This is an optimization exercise on Yosys and OpenROAD, whose aim is small area, a short achievable clock period and few clock cycles per item, not a production implementation. Where RTL was checked, it was by simulation tests only, not by an equivalence proof against the original. For run 2, only the layout was checked, not whether the RTL still works.

===== design/flow/run.sh =====
#!/bin/bash
# synth_recipe.tcl (not shown) runs the flow's synth.tcl, then flattens the netlist and writes it again
# the make line also repeats each setting of config.mk as NAME=value (left out here)
make -C /OpenROAD-flow-scripts/flow DESIGN_CONFIG=/design/flow/config.mk WORK_HOME=/design/flow/orfs CLKGATE_MAP_FILE= SYNTH_SCRIPT=/design/flow/synth_recipe.tcl finish

===== design/flow/config.mk =====
export PLATFORM = sky130hd
export DESIGN_NAME = ntt_bfly
export DESIGN_NICKNAME = ntt_bfly
export VERILOG_FILES = /design/flow/design.v
export SDC_FILE = /design/flow/constraint.sdc
export NUM_CORES = 4
export LEC_CHECK = 0
export CAP_MARGIN = 20
export CORE_MARGIN = 2
export CORE_UTILIZATION = 40
export SLEW_MARGIN = 20

===== design/flow/constraint.sdc =====
create_clock -name core_clock -period 42.0 [get_ports {clk}]
set_input_delay 8.4000 -clock core_clock [delete_from_list [all_inputs] [get_ports {clk}]]
set_output_delay 8.4000 -clock core_clock [all_outputs]
set_load 0.01 [all_outputs]

===== design/flow/design.v =====
`timescale 1ns / 1ps
module full_adder(
    input a,
    input b,
    input cin,
    output s,
    output cout
    );
    assign s = a ^ b ^ cin;
    assign cout = (a & b) | (a & cin) | (b & cin);
endmodule
`timescale 1ns / 1ps
module adder #(parameter N = 2) (
    input [N-1:0] a,
    input [N-1:0] b,
    input cin,
    output [N-1:0] s,
    output cout
    );
    wire cwire[N-2:0];
    genvar i;
    generate
    for (i = 0; i < N; i = i + 1) begin
        if (i == 0)
            full_adder fa(.a(a[i]), .b(b[i]), .cin(cin), .s(s[i]), .cout(cwire[i]));
        else if (i == N - 1)
            full_adder fa(.a(a[i]), .b(b[i]), .cin(cwire[i - 1]), .s(s[i]), .cout(cout));
        else
            full_adder fa(.a(a[i]), .b(b[i]), .cin(cwire[i - 1]), .s(s[i]), .cout(cwire[i]));
    end
    endgenerate
endmodule
`timescale 1ps/1ps
module multiplier_signed #(parameter N = 17) (
    input signed [N-1:0] a,
    input signed [N-1:0] b,
    output [2*N-1:0] p
    );
    genvar i;
    wire [2*N-1:0] adder_out [N-1:0];
    generate
    for (i = 0; i < N; i = i + 1) begin
        if (i == 0)
            adder #(.N(2*N)) add(
                .a({(2*N){1'B0}}), 
                .b({{N{1'B0}}, b} & {(2*N){a[i]}}), 
                .cin(1'B0), 
                .s(adder_out[i])
            );
        else if (i == N-1)
            adder #(.N(2*N)) add(
                .a(adder_out[i-1]), 
                .b(~{{{{N{1'B0}}, b} << i} & {(2*N){a[i]}}}), 
                .cin(1'B1), 
                .s(adder_out[i])
            );
        else
            adder #(.N(2*N)) add(
                .a(adder_out[i-1]), 
                .b({{{N{1'B0}}, b} << i} & {(2*N){a[i]}}), 
                .cin(1'B0), 
                .s(adder_out[i])
            );
    end
    endgenerate
    assign p = adder_out[N-1];
endmodule
`timescale 1ns / 1ps
module mux_2x1 #(parameter N = 1)(
    input [N-1:0] a,
    input [N-1:0] b,
    input sel,
    output reg [N-1:0] s
    );
    always @(sel or a or b) begin
        case (sel)
            1'B0: s <= a;
            1'B1: s <= b;
        endcase
    end
endmodule
`timescale 1ns / 1ps
module modred_v2 #(parameter LOGQ = 17) (
    input [2*LOGQ-1:0] a,
    output [LOGQ-1:0] s
    );
    parameter [2*LOGQ-1:0] Q = (1 << (LOGQ-1)) + 1;
    parameter K = LOGQ - 1;
    wire [LOGQ:0] t, s_temp, m0_out;
    wire gte;
    wire pos;
    assign pos = ~t[LOGQ];
    assign gte = t[LOGQ-1] & |t[LOGQ-2:0] & pos;
    adder #(.N(LOGQ+1)) a0(
        .a({2'B0, a[K-1:0]}), 
        .b(~a[2*LOGQ-1:K]), 
        .cin(1'B1), 
        .s(t)
    );
    adder #(.N(LOGQ+1)) a1(
        .a(t), 
        .b({(LOGQ+1){pos}}^(Q[LOGQ:0]&{(LOGQ+1){gte|(~gte&~pos)}})), 
        .cin(pos), 
        .s(s_temp)
    );
    assign s = s_temp;
endmodule
`timescale 1ps/1ps
module ntt_intt_pe_cell_v2 #(parameter N = 17, NINV = 61441) (
    input inv,
    input sub,
    input [N-1:0] tf,
    input [N-1:0] a,
    input [N-1:0] b,
    output [N-1:0] p
    );
    wire [N-1:0] m0_out, m2_out, m3_out, m5_out;
    wire [N-1:0] add0_out;
    wire [N:0] m1_out;
    wire [2*N-1:0] add1_out, m4_out;
    wire add0_cout;
    wire [2*N+1:0] mul0_out;
    mux_2x1 #(.N(N)) m0(.a(b), .b(a), .sel(sub), .s(m0_out));
    wire [N:0] add0_ext = (~sub & add0_cout) ? {(N+1){1'B1}} << 1 : {sub&~add0_cout, add0_out};
    mux_2x1 #(.N(N+1)) m1(.a({1'B0, m0_out}), .b(add0_ext), .sel(inv), .s(m1_out));
    mux_2x1 #(.N(N)) m2(.a(m5_out), .b(tf), .sel(~inv|(inv&sub)), .s(m2_out));
    mux_2x1 #(.N(N)) m3(.a(a), .b(b), .sel(sub), .s(m3_out));
    mux_2x1 #(.N(2*N)) m4(.a({{N{1'B0}}, m3_out}), .b({(2*N){1'B0}}), .sel(inv), .s(m4_out));
    mux_2x1 #(.N(N)) m5(.a(17'D1), .b(32769), .sel(~sub&inv), .s(m5_out));
    adder #(.N(N)) add0(.a(b), .b({N{sub}}^a), .cin(sub), .s(add0_out), .cout(add0_cout));
    adder #(.N(2*N)) add1(.a({(2*N){~inv}} & {{N{1'B0}}, m3_out}), .b({(2*N){(~inv&sub)}} ^ mul0_out[2*N-1:0]), .cin(~inv&sub), .s(add1_out), .cout());
    multiplier_signed #(.N(N+1)) mul0(.a(m1_out), .b({1'B0, m2_out}), .p(mul0_out));
    modred_v2 #(.LOGQ(N)) mr0(.a(add1_out), .s(p));
endmodule
`timescale 1ns / 1ps
module ntt_bfly (
    input clk,
    input rst,
    input in_valid,
    input inv,
    input sub,
    input [16:0] a,
    input [16:0] b,
    input [16:0] tf,
    output out_valid,
    output [16:0] p
    );
    reg v0, v1;
    reg inv_q, sub_q;
    reg [16:0] a_q, b_q, tf_q, p_q;
    wire [16:0] pe_p;
    always @(posedge clk) begin
        if (rst) begin
            v0 <= 1'B0;
            v1 <= 1'B0;
        end else begin
            v0 <= in_valid;
            v1 <= v0;
        end
        inv_q <= inv;
        sub_q <= sub;
        a_q <= a;
        b_q <= b;
        tf_q <= tf;
        p_q <= pe_p;
    end
    ntt_intt_pe_cell_v2 #(.N(17), .NINV(61441)) pe(
        .inv(inv_q),
        .sub(sub_q),
        .tf(tf_q),
        .a(a_q),
        .b(b_q),
        .p(pe_p)
    );
    assign out_valid = v1;
    assign p = p_q;
endmodule

==> run notes, run 1 <==
- The tightest min-delay check is of the reg2reg type.
- The netlist area before placement is between 10000 and 15000 sq um.
- The number of buffers created by CTS is 9.
- The count of final hold-check violations came to 0.
- The pin count of the biggest net entering global routing is 59.
- Setup repair after global routing left no endpoint under its margin.
- The number of antenna violations at the first check in global routing is 0.
- After synthesis the netlist holds a flip-flop and latch count of between 70 and 80.
- The count of TritonRoute iterations in the first routing pass is 5.
- In the routed design, unresolved DRC markers number 0.
- In this run the post-CTS setup repair buffer count came out at 0.
- The number of cells on the worst hold path is 1.
- The floorplan die width is between 150 and 200 microns.
- The most used flip-flop cell after synthesis is dfxtp_1.
- At the later pin of the worst-skew pair, clock insertion delay measures between 0.3 and 0.4 ns.
- Counting both buffers and inverters, the worst setup path holds a total of 10.
- The total clock sinks is between 70 and 80.
- The part of the cycle the worst path needs is 0.920.
- Broken down by cell family, the worst path's largest delay share belongs to adder cells.
- The logic depth of the worst setup path including buffers is 102.
- The count of maximum capacitance violations is 0.
- The most numerous cell in the Yosys netlist is fa_1.
- The critical path data arrival time is about 39 ns.
- For this block, the routed nets add up to ~25 mm of wire.
- The synthesized design contains 0 enable-type register cells.
- The congestion estimate from routability-driven global placement came to 0.862.
- The final critical-path required period is about 39 ns.
- Once the clock tree was built, the resizer swapped 0 gates to a different size.
- The worst setup path is captured at a flop.
- The number of nets handed over by synthesis was 1564.
- The cell repeated most along the worst path is fa_1.
- The total routing resource utilization after global routing is 0.178.
- The nature of the critical path startpoint is a flop.
- The biggest area contributor in the post-synthesis netlist is fa_1.
- After clock tree synthesis, the clock-pin slew on the worst setup and hold paths is 0.06 ns.
- The number of warnings reported in the yosys synthesis log is 10.
- For this run, global-route usage on met1 was measured as 0.221.
- met2 is the most crowded layer.
- For this run, the top clock speed supported by timing is between 20 and 30 MHz.
- In the routed layout, each cell is associated on average with a via count of 4.90.
- The clock tree buffer depth is 2.
- The average footprint of a synthesized cell is about 10 sq um.
- The share of cells above drive strength 1 is 0.0459.
- The part of the Yosys area used for sequential elements is 0.121.
- The worst reg2reg path depth is around 100.
- The number of nets in the layout is ~1600.
- The count of final setup violators is 0.
- Measured along the y axis, the die boundary spans between 150 and 200 microns.
- The max-slew headroom at the worst pin is 0.316.
- The remaining antenna violation count after routing is 0.
- For this block, the initial DRC count from the detailed router was 297.
- The I/O pin total is 74.
- For this run, global-route usage on met2 was measured as 0.328.
- The clock root buffer master is clkbuf_16.
- The number of antenna repair diodes is 0.
- The via count of the first global-routing pass is slightly below 9000.
- By count the netlist is led by fa_1, nor2_1, inv_1, dfxtp_1, nand2_1.
- Counting distinct cell types in the post-synthesis netlist gives 38.
- For the pin with the worst max-slew slack, the measured transition is approximately 1.0 ns.
- The average wire per standard cell is roughly 16 microns.
- During placement, the flow inserted port buffers numbering 73.
- The wire length of the first global-routing pass is about 43 mm.
- Row generation in the floorplan step produced between 60 and 70 rows.
- The total count of max-transition violations in the final report is 0.
- For this run, the slowest stage of the critical path takes 0.84 ns.
- The type of the worst setup path is reg2reg.
- The full die area is slightly above 30000 sq um.
- The final route contains around 7700 vias.
- The cts-stage hold buffer count is 0.
- For the worst setup path, the data required time is 42.24 ns.
- After floorplanning, the core was sized to cover between 20000 and 30000 sq um.
- Yosys attributes the largest share of cell area to fa_1, dfxtp_1, nor2_1, inv_1, ha_1.
- For this configuration, the core starts out at a cell density of 0.404.
- TritonCTS built the clock tree.
- The largest fanout of any net on the critical path is 36.
- The layout-stage area growth over the synthesis result is 10.8%.
- For the final database, setup skew stands at roughly 0.0069 ns.
- The leftover overflow at the end of global routing is 0.
- The slowest stage of the critical path belongs to the cell dfxtp_2.
- After routing, the total negative slack on setup checks comes to 0 ns.
- The detailed placement HPWL is 21.7 mm.
- The share of synthesized area in the top cell type comes to 0.558.
- After synthesis, the share of flip-flops with an asynchronous set or reset is 0.
- In the global route stage, met3 resource usage came out at 0.0206.
- The H-tree was split into 3 levels.
- The run finished with no timing, DRC or antenna violations.
- The cell count after synthesis is ~1100.
==> final timing paths <==
check	from	endpoint	slack (ns)
setup / recovery	sub_q$_DFF_P_	p_q[15]$_DFF_P_	3.35
hold / removal	v0$_SDFF_PP0_	v1$_SDFF_PP0_	0.46
setup reg to reg	sub_q$_DFF_P_	p_q[15]$_DFF_P_	3.35
hold reg to reg	v0$_SDFF_PP0_	v1$_SDFF_PP0_	0.46
==> through the flow <==
step / util / setup slack [ns] / instances / area [sq um] / hold WS [ns]
2_1_floorplan: - / 5.17 / 1139 / 11900 / 0.414
3_3_place_gp: 0.439 / 3.78 / 1551 / 12900 / 0.441
3_5_place_dp: 0.439 / 3.15 / 1551 / 12900 / 0.456
4_1_cts: 0.448 / 3.14 / 1567 / 13200 / 0.464
5_1_grt: 0.448 / 1.74 / 1567 / 13200 / 0.471
6_report: 0.448 / 3.35 / 1567 / 13200 / 0.457
==> registers in the layout, summed over array words and instances, names as in the netlist <==
signal	flops
b_q	17
a_q	17
tf_q	17
v0	1
v1	1
p_q	17
inv_q	1
sub_q	1
==> placed cells by master (no fill, tap or decap), types with 3 or more instances in the layout <==
cell type and n:
fa_1 332, nor2_1 266, inv_1 129, clkdlybuf4s50_1 73, dfxtp_1 70, nand2_1 49
nand3_1 48, xnor2_1 47, ha_1 37, o21ai_0 17, mux2i_1 17, buf_4 10
o21ai_2 9, clkbuf_16 9, xor2_1 7, nor2b_1 6, o22ai_2 5, nand2b_1 5
a21oi_1 4, or2_2 4, a21oi_2 3, nor4_1 3
==> worst reg2reg max path: cells and delay by family, from the launching register on <==
family,cells,cell delay [ns]
AOI/OAI and AO/OA,3,1.16
xor gates and xnor gates,4,0.65
adders and majority gates,82,34.53
buffers and inverters,10,0.93
DFF,1,0.84
and+or+nand+nor,3,0.49
==> routing by layer <==
layer,share of wire,routed length [microns]
met5,0,0
met1,0.42,10500
met3,0.030,766
met4,0.021,522
met2,0.53,13400
==> final cells by class <==
type                    instances  area, sq um
repair buffers                 83          806
multi-input cells             876         9710
inverters                     130          488
flip-flops and latches         72         1440
clock buffers                  10          229
clock inverters                 6         45.0
well taps                     390          488
fillers                      2868        16300
==> kinds of logic after synthesis <==
family	after synthesis	share of synthesized area
AO/OA/AOI/OAI	44	0.0261
XOR/XNOR	56	0.0424
adder cells (fa/ha/maj)	369	0.596
buffers and inverters	191	0.0655
flip-flops	72	0.121
multiplexers	18	0.0152
AND/OR/NAND/NOR	389	0.133
Testbench counts, summed over its fixed seeds: cycles 24,008, items 24,000.
==> run 2: changes to the inputs <==
==> design/flow/design.v (replaced) <==
`timescale 1ns / 1ps
module ntt_bfly (
    input clk,
    input rst,
    input in_valid,
    input inv,
    input sub,
    input [16:0] a,
    input [16:0] b,
    input [16:0] tf,
    output out_valid,
    output [16:0] p
    );
    reg v0, v1;
    reg inv_q, sub_q;
    reg [16:0] a_q, b_q, tf_q, p_q;
    always @(posedge clk) begin
        if (rst) begin
            v0 <= 1'b0;
            v1 <= 1'b0;
        end else begin
            v0 <= in_valid;
            v1 <= v0;
        end
        inv_q <= inv;
        sub_q <= sub;
        a_q <= a;
        b_q <= b;
        tf_q <= tf;
        p_q <= p_d;
    end
    wire use_b = inv_q | ~sub_q;
    wire use_a = inv_q | sub_q;
    wire [18:0] bx = use_b ? {2'b00, b_q} : 19'd0;
    wire [18:0] ax = use_a ? {2'b00, a_q} : 19'd0;
    wire signed [18:0] x = bx + (ax ^ {19{sub_q}}) + sub_q;
    wire [16:0] y = (inv_q & ~sub_q) ? 17'd32769 : tf_q;
    wire [16:0] c = inv_q ? 17'd0 : (sub_q ? b_q : a_q);
    wire signed [36:0] t = $signed({20'd0, c}) + x * $signed({1'b0, y});
    wire signed [18:0] r = $signed({3'b000, t[15:0]}) - $signed({3'b000, t[31:16]})
                         + $signed(t[34:32]);
    wire [18:0] rq = r + 19'd65537;
    wire [16:0] p_d = r[18] ? rq[16:0] : (r == 19'd65537 ? 17'd0 : r[16:0]);
    assign out_valid = v1;
    assign p = p_q;
endmodule
==> run 2 against run 1 <==
Utilization fell by 0.93 points; clock skew rose by 0.0094 ns; highest routed layer unchanged; maximum frequency rose to 2.8 times the previous value; cell count rose by 74%; global-route usage rose by 4.7 points; setup slack improved by 25 ns; final area rose by 50%; area after synthesis rose by 53%; routed wire length rose by 99%; sequential share of layout area fell by 3.7 points.
==> run notes, run 2 <==
- The final RePlAce weighted congestion is around 0.95.
- For the final database, setup skew stands at approximately 0.016 ns.
- The count of final setup violators is 0.
- The startpoint identified for the worst hold timing path is v0$_SDFF_PP0_.
- TritonCTS built the clock tree.
- The part of the Yosys area used for sequential elements is 0.0791.
- The number of antenna repair diodes is 0.
- The number of design-rule violations left by the first detailed-router iteration is ~990.
- The beginning of the worst register-to-register path is sub_q$_DFF_P_.
- The number of nets in the layout is about 2700.
- Synthesis handed over a netlist of 2110 instances.
- The number of hold buffers added after CTS was 0.
- The kind of cell with the highest combined delay along the critical path is compound AO/OA/AOI/OAI gates.
- The clock edge transition at the registers on the reported setup and hold paths is about 0.070 ns.
- The worst reg2reg path depth is 44.
- The full die area is between 40000 and 50000 sq um.
- The kind of end point of the critical path is a flop.
- The most common library cell in the layout ignoring fill and taps is inv_1.
- The part of the cycle the worst path needs is 0.325.
- The number of cells on the worst hold path is 1.
- Once the clock tree was built, the setup fixing pass inserted 0 buffers.
- The floorplan die width is between 200 and 250 microns.
- After detailed routing, the average wire length per cell comes to 18.3 microns.
- The number of buffers and inverters on the critical path is 4.
- The via count of the first global-routing pass is between 15000 and 20000.
- Tracing the worst setup path back leads to its startpoint at sub_q$_DFF_P_.
- The largest total area in the synthesized netlist belongs to fa_1.
- The first global-routing pass estimated around 82 mm of wire.
- The proportion of synthesized flip-flops having asynchronous set or reset is 0.
- The critical path data arrival time is about 14 ns.
- The largest single stage delay on the critical path is 0.95 ns.
- Counting flops and latches in the post-synthesis netlist gives just over 70.
- Ranked by instance count, the synthesized netlist is headed by inv_1, fa_1, nor2_1, ha_1, nand2_1.
- The pre-antenna-repair detailed-routing pass consisted of 8 iterations.
- After floorplanning, the core was sized to cover between 40000 and 50000 sq um.
- Among all flip-flop cells after synthesis, the most frequent one is dfxtp_1.
- Compared with the post-synthesis result, the final layout area differs by 8.78%.
- The fmax is ~73 MHz.
- The total routing resource utilization after global routing is 0.225.
- Across the run, the number of max-cap violations was 0.
- The total clock sinks is 72.
- The root buffer cell chosen for the clock tree is clkbuf_16.
- After global routing the overflow that remains totals 0.
- The floorplan has 78 rows.
- Adding up every negative setup slack in the final design gives 0 ns.
- The top cell types in the final layout, fill and taps aside, are inv_1, fa_1, nor2_1.
- The number of buffers created by CTS is 9.
- The most numerous cell type found on the critical path is fa_1.
- The most numerous cell in the Yosys netlist is inv_1.
- The count of distinct cell types in the synthesized netlist is 75.
- The share of synthesized area in the top cell type comes to 0.364.
- The clock reaches the later pin of the worst-skew pair after approximately 0.39 ns.
- The largest individual stage delay along the critical path comes from the cell dfxtp_2.
- For the pin with the worst max-slew slack, the measured transition is ~1.2 ns.
- The max-slew headroom at the worst pin is 0.209.
- The run finished with no timing, DRC or antenna violations.
- STA puts the critical path data required time at roughly 42 ns.
- The pin count of the biggest net entering global routing is 50.
- The layout has about 4400 filler cells.
- The total count of max-transition violations in the final report is 0.
- The final route contains around 15000 vias.
- The number of enable flip-flop cells after synthesis is 0.
- The H-tree depth reported by CTS is 3.
- The total nets after synthesis is around 2700.
- Of the cells placed in the final design, the portion with a size suffix greater than 1 is 0.0507.
- The final critical-path required period is around 14 ns.
- The clock tree buffer depth is 2.
- The detailed placement HPWL is 42.0 mm.
- The class of the tightest hold or removal check is reg2reg.
- Setup repair after global routing left no endpoint under its margin.
- After detailed routing, the total wire length is 50.1 mm.
- A synthesized cell averages between 8 and 9 sq um.
- The remaining antenna violation count after routing is 0.
- The critical path is of the reg2reg type.
- The number of antenna violations at the first check in global routing came to 0.
- In this run the vertical extent of the chip is ~220 microns.
- The largest fanout of any net on the critical path is 43.
- Dividing the detail-routed via count by the number of cells gives about 5.3.
- For this run, the number of Yosys warnings is 1.
- For this run, design rule violations remaining after detail routing come to 0.
- The I/O pin total is 74.
- The logic depth of the worst setup path including buffers is 44.
- The nature of the critical path startpoint is a flop.
- The netlist area before placement is 18200 sq um.
- The post-cts gate resize count is 0.
- The count of final hold-check violations is 0.
- By area the synthesized netlist is led by fa_1, ha_1, inv_1, dfxtp_1, nor2_1.
- The starting density of the core is 0.403.
- Measured on the finished design, the core utilization comes to 0.439.
- The count of buffers added on input and output ports is 73.
[run 2: cell types whose count changed after synthesis, moves of 37 or more]
cell and change:
clkbuf_1 +55, a21oi_1 +46, and2_1 +37, nor3_1 +75
ha_1 +121, inv_1 +314, nor2_1 -84, nand2_1 +92
[run 2: worst paths after layout]
path,endpoint,slack [ns]
worst max-delay path,p_q[15]$_DFF_P_,28.34
worst max register to register,p_q[15]$_DFF_P_,28.34
worst min register to register,v1$_SDFF_PP0_,0.45
worst min-delay path,v1$_SDFF_PP0_,0.45
[run 2: worst register-to-register path: cells and delay by family (launching register included)]
kind / cells / cell delay [ns]
adders and majority gates: 10 / 4.52
AOI/OAI and AO/OA: 21 / 5.45
xor gates and xnor gates: 2 / 0.32
and+or+nand+nor: 7 / 2.17
DFF: 1 / 0.95
buffers and inverters: 4 / 0.20
[run 2: logic make-up (layout without fill, tap and decap cells)]
group	count (synthesis)	after routing	share of synthesized area
buf+inv	529	550	0.110
simple gates	622	622	0.165
fa+ha+maj	489	489	0.472
compound gates	272	272	0.110
flops	72	72	0.0791
mux	39	39	0.0227
xor+xnor	87	87	0.0418
[run 2: cell type report]
class	instances	area (sq um)	area share
Multi-Input combinational cell	1509	14800	0.747
Clock inverter	7	60.1	0.00303
Timing Repair Buffer	91	866	0.0437
Inverter	443	1660	0.0839
Tap cell	600	751	0.0379
Sequential cell	72	1440	0.0728
Clock buffer	9	225	0.0114
[run 2: per-stage QoR]
stage / instance area [sq um] / setup slack (ns) / hold slack (ns) / std cells
after global routing: 19800 / 27.13 / 0.462 / 2731
after global placement: 19500 / 28.59 / 0.428 / 2715
after floorplan: 18200 / 30.29 / 0.414 / 2110
after CTS: 19800 / 28.10 / 0.461 / 2731
final: 19800 / 28.34 / 0.454 / 2731
after detailed placement: 19500 / 28.19 / 0.448 / 2715
[run 2: per-layer routing]
metal  share of wire  track usage  vias to the layer above
met2            0.47        0.372                      418
met1            0.43        0.299                     7287
li1                -            -                     6732
met4           0.030       0.0776                        0
met3           0.062       0.0344                       74
met5               0            0                        -

afterwards: timing with drivers on the ports:
Ports are ideal in the flow. The routed layouts listed here were re-timed in OpenROAD. Step 1, drivers: a clkbuf_16 drives clk and a buf_2 each remaining input, both assumed. Step 2 also shifts input and output timing later by t, the mid clock arrival at the registers, as if the neighbouring blocks saw the same clock. Three values: ideal, step 1, step 2; two values: the first two.
run | t, ns | setup WS [ns] | hold slack, ns
run 1 | 0.378 | 3.355 / 3.355 / 3.355 | 0.457 / 0.457 / 0.457
run 2 | 0.433 | 28.340 / 28.340 / 28.340 | 0.454 / 0.454 / 0.454
After both steps every run listed still meets setup and hold.
